What follows belongs to an exercise in optimizing a design on an open flow for small area; a production flow would make more cautious choices.
In this exercise RTL edits were held to simulation tests only and were not proved equivalent to the original.
Power is estimated from default activity; no workload was simulated.

==> run a <==
// stg_game
module stg_game(
	clk,
	rst,
	tick_1ms,
	btnstate,
	switch,
	planex,
	planey,
	mybx,
	myby,
	bossx,
	bossy,
	enmx1,
	enmy1,
	enmx2,
	enmy2,
	enmx3,
	enmy3,
	enmx4,
	enmy4,
	bigbulletx1,
	bigbullety1,
	bigbulletx2,
	bigbullety2,
	bulletx1,
	bullety1,
	bulletx2,
	bullety2,
	bulletx3,
	bullety3,
	bulletx4,
	bullety4,
	bulletx5,
	bullety5,
	bulletx6,
	bullety6,
	bulletx7,
	bullety7,
	bulletx8,
	bullety8,
	bulletx9,
	bullety9,
	bulletx10,
	bullety10,
	bulletx11,
	bullety11,
	bulletx12,
	bullety12,
	life,
	boss,
	enma1,
	enma2,
	enma3,
	enma4,
	gameclear
	);
Settings: LEC_CHECK=0, CAP_MARGIN=20, CORE_MARGIN=2, CORE_UTILIZATION=40, PLACE_DENSITY=0.6, SLEW_MARGIN=20; clock period 10.0 ns.
standard.sh (not shown) runs the stock make flow with config.mk's settings and CLKGATE_MAP_FILE= SYNTH_SCRIPT=/design/flow/synth_recipe.tcl, a recipe that flattens the netlist after the stock synthesis.
==> flow/flow/run.sh <==
#!/bin/bash
# The standard layout (standard.sh) with three changes:
#  - synthesis is synth_recipe.tcl unchanged except that the final abc call
#    maps with an area-oriented script (flow/area.abc);
#  - port buffers are sky130_fd_sc_hd__buf_1;
#  - the clock tree uses larger sink clusters and no dummy loads.
set -euo pipefail
W=$(pwd)
{
  echo "proc abc {args} { set i [lsearch \$args -script]; if {\$i >= 0} { lset args [expr {\$i+1}] $W/flow/area.abc }; yosys abc {*}\$args }"
  cat synth_recipe.tcl
} > area_synth.tcl
sed -e "s#SYNTH_SCRIPT=[^ ]*#SYNTH_SCRIPT=$W/area_synth.tcl#" standard.sh > area_standard.sh
export BUFFER_PORTS_ARGS="-buffer_cell sky130_fd_sc_hd__buf_1"
export CTS_ARGS="-sink_clustering_enable -repair_clock_nets -dont_use_dummy_load -sink_clustering_size 24 -sink_clustering_max_diameter 100 -buf_list sky130_fd_sc_hd__clkbuf_16"
bash area_standard.sh > area_standard.log 2>&1
==> flow/flow/area.abc <==
strash
ifraig
scorr
dc2
dc2
strash
dch -f
amap -F 3 -A 10
topo
==> inputs of run b, as changes to run a <==
--- a/flow/design.v
+++ b/flow/design.v
@@ -327,16 +327,16 @@
 		ph3 = ~ph1 & ~ph2 & ~hz;
 		xl504 = lt10({1'b0,x},10'd504);
 		xl344 = lt10({1'b0,x},10'd344);
 		if(st&sw) enmA = {x0, 9'd40};
 		else begin
 			enmA[17:9] = (st&~ph1&hz) ? 9'd0 : (st&~ph1&~xl504) ? 9'd184 : inc9(x, st&~ph1);
 			enmA[8:0] = (st&ph1&~lt10({1'b0,y},{1'b0,cap})) ? cap :
-			            (st&ph3) ? (xl504 ? add9(x^{9{~xl344}}, {~xl344,1'b0,xl344,1'b0,xl344,~xl344,xl344,xl344,xl344}) : 9'd271) :
-			            inc9(y, st&ph1);
+			            (st&ph3&~xl504) ? 9'd271 :
+			            add9((st&ph3) ? x^{9{~xl344}} : y, (st&ph3) ? {~xl344,1'b0,xl344,1'b0,xl344,~xl344,xl344,xl344,xl344} : {8'd0,st&ph1});
 		end
 	end
 endfunction
 function [17:0] enmB;
 	input [8:0] x; input [8:0] y; input [5:0] hp; input [8:0] cap; input st; input sw; input [8:0] x0;
 	reg ph1, ph2, hz, ph3, xl504, xg344, xg184;
 	begin
@@ -455,54 +455,55 @@
 		{b1x,b1y}<=n1; {b2x,b2y}<=n2; {b3x,b3y}<=n3; {b4x,b4y}<=n4;
 		{b5x,b5y}<=n5; {b6x,b6y}<=n6; {b7x,b7y}<=n7; {b8x,b8y}<=n8;
 		{b9x,b9y}<=n9; {b10x,b10y}<=n10; {b11x,b11y}<=n11; {b12x,b12y}<=n12;
 	end
 end
 wire pyok = ~lt10(py,10'd6) & lt10(py,10'd1018);
 function shit;
-	input [9:0] x; input [9:0] y; input [8:0] pxx; input [9:0] pyy;
+	input [9:0] x; input [9:0] y; input [8:0] pxx; input [9:0] pyy; input big;
 	reg [9:0] dx, dy;
 	begin
 		dx = sub10(x,{1'b0,pxx});
 		dy = sub10(y,pyy);
-		shit = (lt10(dx,10'd6) | ~lt10(dx,10'd1019)) & (lt10(dy,10'd6) | ~lt10(dy,10'd1019));
+		if(big) shit = (lt10(dx,10'd25) | ~lt10(dx,10'd1000)) & (lt10(dy,10'd25) | ~lt10(dy,10'd1000));
+		else shit = (lt10(dx,10'd6) | ~lt10(dx,10'd1019)) & (lt10(dy,10'd6) | ~lt10(dy,10'd1019));
 	end
 endfunction
 wire [9:0] sct = inc10({7'd0,sc},1'b1);
 wire [2:0] scn = sct[2:0];
 reg [9:0] sa_x, sa_y, sb_x, sb_y;
 always @(*) begin
 	case(sc)
 	3'd0: begin sa_x={1'b0,b1x}; sa_y={1'b0,b1y}; sb_x={1'b0,b7x}; sb_y={1'b0,b7y}; end
 	3'd1: begin sa_x={1'b0,b2x}; sa_y={1'b0,b2y}; sb_x={1'b0,b8x}; sb_y={1'b0,b8y}; end
 	3'd2: begin sa_x={1'b0,b3x}; sa_y={1'b0,b3y}; sb_x=b9x; sb_y=b9y; end
 	3'd3: begin sa_x={1'b0,b4x}; sa_y={1'b0,b4y}; sb_x=b10x; sb_y=b10y; end
 	3'd4: begin sa_x={1'b0,b5x}; sa_y={1'b0,b5y}; sb_x=b11x; sb_y=b11y; end
-	default: begin sa_x={1'b0,b6x}; sa_y={1'b0,b6y}; sb_x=b12x; sb_y=b12y; end
+	3'd5: begin sa_x={1'b0,b6x}; sa_y={1'b0,b6y}; sb_x=b12x; sb_y=b12y; end
+	3'd6: begin sa_x=10'd260; sa_y={1'b0,bby}; sb_x=b12x; sb_y=b12y; end      
+	default: begin sa_x=10'd428; sa_y={1'b0,bby}; sb_x=b12x; sb_y=b12y; end   
 	endcase
 end
-wire hsa = shit(sa_x,sa_y,px,py);
+wire sbig = sc[2]&sc[1];    
+wire hsa = shit(sa_x,sa_y,px,py,sbig) & (bact|~sbig);
 wire oa = oob(sa_x,sa_y);
 wire ob = oob(sb_x,sb_y);
 always @(posedge clk) begin
 	case(sc)
 	3'd0: begin of[1]<=oa; of[7]<=ob; end
 	3'd1: begin of[2]<=oa; of[8]<=ob; end
 	3'd2: begin of[3]<=oa; of[9]<=ob; end
 	3'd3: begin of[4]<=oa; of[10]<=ob; end
 	3'd4: begin of[5]<=oa; of[11]<=ob; end
 	3'd5: begin of[6]<=oa; of[12]<=ob; end
 	default: ;
 	endcase
 end
-wire hsb = shit(sb_x,sb_y,px,py);
-wire [9:0] dby = sub10({1'b0,bby},py);
-wire hbig = bact & ((~lt10({1'b0,px},10'd236) & lt10({1'b0,px},10'd285)) | (~lt10({1'b0,px},10'd404) & lt10({1'b0,px},10'd453)))
-          & (lt10(dby,10'd25) | ~lt10(dby,10'd1000));
-wire hnow = hbig | (pxnz & pyok & (hsa|hsb));
+wire hsb = shit(sb_x,sb_y,px,py,1'b0);
+wire hnow = pxnz & pyok & (hsa|hsb);
 always @(posedge clk) sc<= rst ? 3'd0 : scn;    
 always @(posedge clk) begin
 	if(rst) begin
 		pend<=0; shot<=0;
 	end
 	else begin
 		if(step) begin
==> flow/flow/run.sh (replaced) <==
#!/bin/bash
# The standard layout (standard.sh) with these changes:
#  - synthesis is synth_recipe.tcl unchanged except that the final abc call
#    maps with an area-oriented script (flow/area.abc);
#  - synthesis inserts no pass-through buffers (SYNTH_INSBUF=0); every port
#    still gets its buffer from buffer_ports, as sky130_fd_sc_hd__buf_1;
#  - the clock tree uses clkbuf_8, larger sink clusters and no dummy loads.
# ORFS keeps each step's log under orfs/logs; make's output goes to
# area_standard.log.
set -euo pipefail
W=$(pwd)
{
  echo "proc abc {args} { set i [lsearch \$args -script]; if {\$i >= 0} { lset args [expr {\$i+1}] $W/flow/area.abc }; yosys abc {*}\$args }"
  cat synth_recipe.tcl
} > area_synth.tcl
sed -e "s#SYNTH_SCRIPT=[^ ]*#SYNTH_SCRIPT=$W/area_synth.tcl#" standard.sh > area_standard.sh
export BUFFER_PORTS_ARGS="-buffer_cell sky130_fd_sc_hd__buf_1"
export SYNTH_INSBUF=0
export CTS_ARGS="-sink_clustering_enable -repair_clock_nets -dont_use_dummy_load -sink_clustering_size 16 -sink_clustering_max_diameter 80 -buf_list sky130_fd_sc_hd__clkbuf_8"
bash area_standard.sh > area_standard.log 2>&1
==> flow/flow/area.abc (replaced) <==
strash
&get -n
&deepsyn -T 30
&put
dch -f
amap -F 3 -A 10
topo
==> flow/config.mk (replaced) <==
export PLATFORM = sky130hd
export DESIGN_NAME = stg_game
export DESIGN_NICKNAME = stg_game
export VERILOG_FILES = /design/flow/design.v
export SDC_FILE = /design/flow/constraint.sdc
export NUM_CORES = 4
export LEC_CHECK = 0
export CAP_MARGIN = 20
export CORE_MARGIN = 2
export CORE_UTILIZATION = 55
export PLACE_DENSITY = 0.7
export SLEW_MARGIN = 20
==> inputs of run c, as changes to run a <==
--- a/flow/design.v
+++ b/flow/design.v
@@ -327,16 +327,16 @@
 		ph3 = ~ph1 & ~ph2 & ~hz;
 		xl504 = lt10({1'b0,x},10'd504);
 		xl344 = lt10({1'b0,x},10'd344);
 		if(st&sw) enmA = {x0, 9'd40};
 		else begin
 			enmA[17:9] = (st&~ph1&hz) ? 9'd0 : (st&~ph1&~xl504) ? 9'd184 : inc9(x, st&~ph1);
 			enmA[8:0] = (st&ph1&~lt10({1'b0,y},{1'b0,cap})) ? cap :
-			            (st&ph3) ? (xl504 ? add9(x^{9{~xl344}}, {~xl344,1'b0,xl344,1'b0,xl344,~xl344,xl344,xl344,xl344}) : 9'd271) :
-			            inc9(y, st&ph1);
+			            (st&ph3&~xl504) ? 9'd271 :
+			            add9((st&ph3) ? x^{9{~xl344}} : y, (st&ph3) ? {~xl344,1'b0,xl344,1'b0,xl344,~xl344,xl344,xl344,xl344} : {8'd0,st&ph1});
 		end
 	end
 endfunction
 function [17:0] enmB;
 	input [8:0] x; input [8:0] y; input [5:0] hp; input [8:0] cap; input st; input sw; input [8:0] x0;
 	reg ph1, ph2, hz, ph3, xl504, xg344, xg184;
 	begin
@@ -455,54 +455,55 @@
 		{b1x,b1y}<=n1; {b2x,b2y}<=n2; {b3x,b3y}<=n3; {b4x,b4y}<=n4;
 		{b5x,b5y}<=n5; {b6x,b6y}<=n6; {b7x,b7y}<=n7; {b8x,b8y}<=n8;
 		{b9x,b9y}<=n9; {b10x,b10y}<=n10; {b11x,b11y}<=n11; {b12x,b12y}<=n12;
 	end
 end
 wire pyok = ~lt10(py,10'd6) & lt10(py,10'd1018);
 function shit;
-	input [9:0] x; input [9:0] y; input [8:0] pxx; input [9:0] pyy;
+	input [9:0] x; input [9:0] y; input [8:0] pxx; input [9:0] pyy; input big;
 	reg [9:0] dx, dy;
 	begin
 		dx = sub10(x,{1'b0,pxx});
 		dy = sub10(y,pyy);
-		shit = (lt10(dx,10'd6) | ~lt10(dx,10'd1019)) & (lt10(dy,10'd6) | ~lt10(dy,10'd1019));
+		if(big) shit = (lt10(dx,10'd25) | ~lt10(dx,10'd1000)) & (lt10(dy,10'd25) | ~lt10(dy,10'd1000));
+		else shit = (lt10(dx,10'd6) | ~lt10(dx,10'd1019)) & (lt10(dy,10'd6) | ~lt10(dy,10'd1019));
 	end
 endfunction
 wire [9:0] sct = inc10({7'd0,sc},1'b1);
 wire [2:0] scn = sct[2:0];
 reg [9:0] sa_x, sa_y, sb_x, sb_y;
 always @(*) begin
 	case(sc)
 	3'd0: begin sa_x={1'b0,b1x}; sa_y={1'b0,b1y}; sb_x={1'b0,b7x}; sb_y={1'b0,b7y}; end
 	3'd1: begin sa_x={1'b0,b2x}; sa_y={1'b0,b2y}; sb_x={1'b0,b8x}; sb_y={1'b0,b8y}; end
 	3'd2: begin sa_x={1'b0,b3x}; sa_y={1'b0,b3y}; sb_x=b9x; sb_y=b9y; end
 	3'd3: begin sa_x={1'b0,b4x}; sa_y={1'b0,b4y}; sb_x=b10x; sb_y=b10y; end
 	3'd4: begin sa_x={1'b0,b5x}; sa_y={1'b0,b5y}; sb_x=b11x; sb_y=b11y; end
-	default: begin sa_x={1'b0,b6x}; sa_y={1'b0,b6y}; sb_x=b12x; sb_y=b12y; end
+	3'd5: begin sa_x={1'b0,b6x}; sa_y={1'b0,b6y}; sb_x=b12x; sb_y=b12y; end
+	3'd6: begin sa_x=10'd260; sa_y={1'b0,bby}; sb_x=b12x; sb_y=b12y; end      
+	default: begin sa_x=10'd428; sa_y={1'b0,bby}; sb_x=b12x; sb_y=b12y; end   
 	endcase
 end
-wire hsa = shit(sa_x,sa_y,px,py);
+wire sbig = sc[2]&sc[1];    
+wire hsa = shit(sa_x,sa_y,px,py,sbig) & (bact|~sbig);
 wire oa = oob(sa_x,sa_y);
 wire ob = oob(sb_x,sb_y);
 always @(posedge clk) begin
 	case(sc)
 	3'd0: begin of[1]<=oa; of[7]<=ob; end
 	3'd1: begin of[2]<=oa; of[8]<=ob; end
 	3'd2: begin of[3]<=oa; of[9]<=ob; end
 	3'd3: begin of[4]<=oa; of[10]<=ob; end
 	3'd4: begin of[5]<=oa; of[11]<=ob; end
 	3'd5: begin of[6]<=oa; of[12]<=ob; end
 	default: ;
 	endcase
 end
-wire hsb = shit(sb_x,sb_y,px,py);
-wire [9:0] dby = sub10({1'b0,bby},py);
-wire hbig = bact & ((~lt10({1'b0,px},10'd236) & lt10({1'b0,px},10'd285)) | (~lt10({1'b0,px},10'd404) & lt10({1'b0,px},10'd453)))
-          & (lt10(dby,10'd25) | ~lt10(dby,10'd1000));
-wire hnow = hbig | (pxnz & pyok & (hsa|hsb));
+wire hsb = shit(sb_x,sb_y,px,py,1'b0);
+wire hnow = pxnz & pyok & (hsa|hsb);
 always @(posedge clk) sc<= rst ? 3'd0 : scn;    
 always @(posedge clk) begin
 	if(rst) begin
 		pend<=0; shot<=0;
 	end
 	else begin
 		if(step) begin
==> flow/flow/run.sh (replaced) <==
#!/bin/bash
# The standard layout (standard.sh) with these changes:
#  - synthesis is synth_recipe.tcl unchanged except that the final abc call
#    maps with an area-oriented script (flow/area.abc);
#  - synthesis inserts no pass-through buffers (SYNTH_INSBUF=0); every port
#    still gets its buffer from buffer_ports, as sky130_fd_sc_hd__buf_1;
#  - the clock tree uses clkbuf_8, larger sink clusters and no dummy loads.
# ORFS keeps each step's log under orfs/logs; make's output goes to
# area_standard.log.
set -euo pipefail
W=$(pwd)
{
  echo "proc abc {args} { set i [lsearch \$args -script]; if {\$i >= 0} { lset args [expr {\$i+1}] $W/flow/area.abc }; yosys abc {*}\$args }"
  cat synth_recipe.tcl
} > area_synth.tcl
sed -e "s#SYNTH_SCRIPT=[^ ]*#SYNTH_SCRIPT=$W/area_synth.tcl#" standard.sh > area_standard.sh
export BUFFER_PORTS_ARGS="-buffer_cell sky130_fd_sc_hd__buf_1"
export SYNTH_INSBUF=0
export CTS_ARGS="-sink_clustering_enable -repair_clock_nets -dont_use_dummy_load -sink_clustering_size 16 -sink_clustering_max_diameter 80 -buf_list sky130_fd_sc_hd__clkbuf_8"
bash area_standard.sh > area_standard.log 2>&1
==> flow/flow/area.abc (replaced) <==
strash
&get -n
&deepsyn -T 30
&put
dch -f
amap -F 3 -A 10
topo
==> flow/config.mk (replaced) <==
export PLATFORM = sky130hd
export DESIGN_NAME = stg_game
export DESIGN_NICKNAME = stg_game
export VERILOG_FILES = /design/flow/design.v
export SDC_FILE = /design/flow/constraint.sdc
export NUM_CORES = 4
export LEC_CHECK = 0
export CAP_MARGIN = 5
export CORE_MARGIN = 2
export CORE_UTILIZATION = 65
export PLACE_DENSITY = 0.8
export SLEW_MARGIN = 5
==> comparison table <==
metric                                               run b     run c      run a
Run status                        timing/DRC/antenna clean  timing/DRC/antenna clean  timing/DRC/antenna clean
Crit path depth                                         26        27         24
Antenna diodes                                           1         2          0
Fraction of cell area in non-clock buffers           6.46%     6.58%      6.99%
Post-synthesis sequential area ratio                 36.6%     36.6%      34.8%
Antenna violations before repair                         1         4          3
Vertical die dimension                              211 µm    194 µm     253 µm
Peak clock frequency supported by timing           128 MHz   122 MHz    141 MHz
Ratio of final minimum period to clock period        78.2%     82.0%      71.1%
Synthesized instance count                            2511      2511       2655
Worst setup slack for register-to-register paths   2.18 ns   1.80 ns    2.89 ns
Adder-cell share of the synthesized area             24.1%     24.1%      24.3%
Hold Crit Endpoint                                   sc[0]    shot_d     shot_d
Slowest stage cell, crit path                      dfxtp_1   dfxtp_1       fa_1
Buffers outside the clock class                        421       424        452
Peak supply drop                                  0.103 mV  0.123 mV   0.118 mV
Relative slew slack                                  26.4%     18.2%      21.4%
Via total after detailed routing                     23300     24200      24100
Met3 track demand over resource                      10.8%     15.1%      6.61%
Logic inverters                                        367       367        273
Number of cells on the worst reg-to-reg path            26        27         24
Root buf cell                                     clkbuf_8  clkbuf_8  clkbuf_16
Drt first-iter violations                             2879      3798       2885
Reported combinational group power                  212 µW    213 µW     185 µW

-- port drivers added, routing unchanged --
In the flow no input, the clock included, has a driving cell. The finished layouts below were timed again as built, in two steps.
Step 1 assumes that a clkbuf_16 drives the clock port and a buf_2 every other input.
Step 2, shift: input delay + t, output delay - t, t = (earliest + latest rising clock arrival at the registers) / 2. This alone moves slack from input paths to output paths.
a / b / c = no drivers / after step 1 / after step 2; a / b = the first two.
run | t, ns | setup slack, ns | worst setup path after step 2 | latest minus earliest clock arrival (ns) | worst slew at a driven data input, ns
run a | 0.638 | 2.891 / 2.891 / 2.891 | register to register | 0.058 / 0.058 | 0.04
run b | 0.678 | 2.185 / 2.185 / 2.185 | register to register | 0.051 / 0.051 | 0.04
run c | 0.732 | 1.797 / 1.797 / 1.797 | register to register | 0.036 / 0.035 | 0.04
After both steps setup and hold are still met in every run listed.
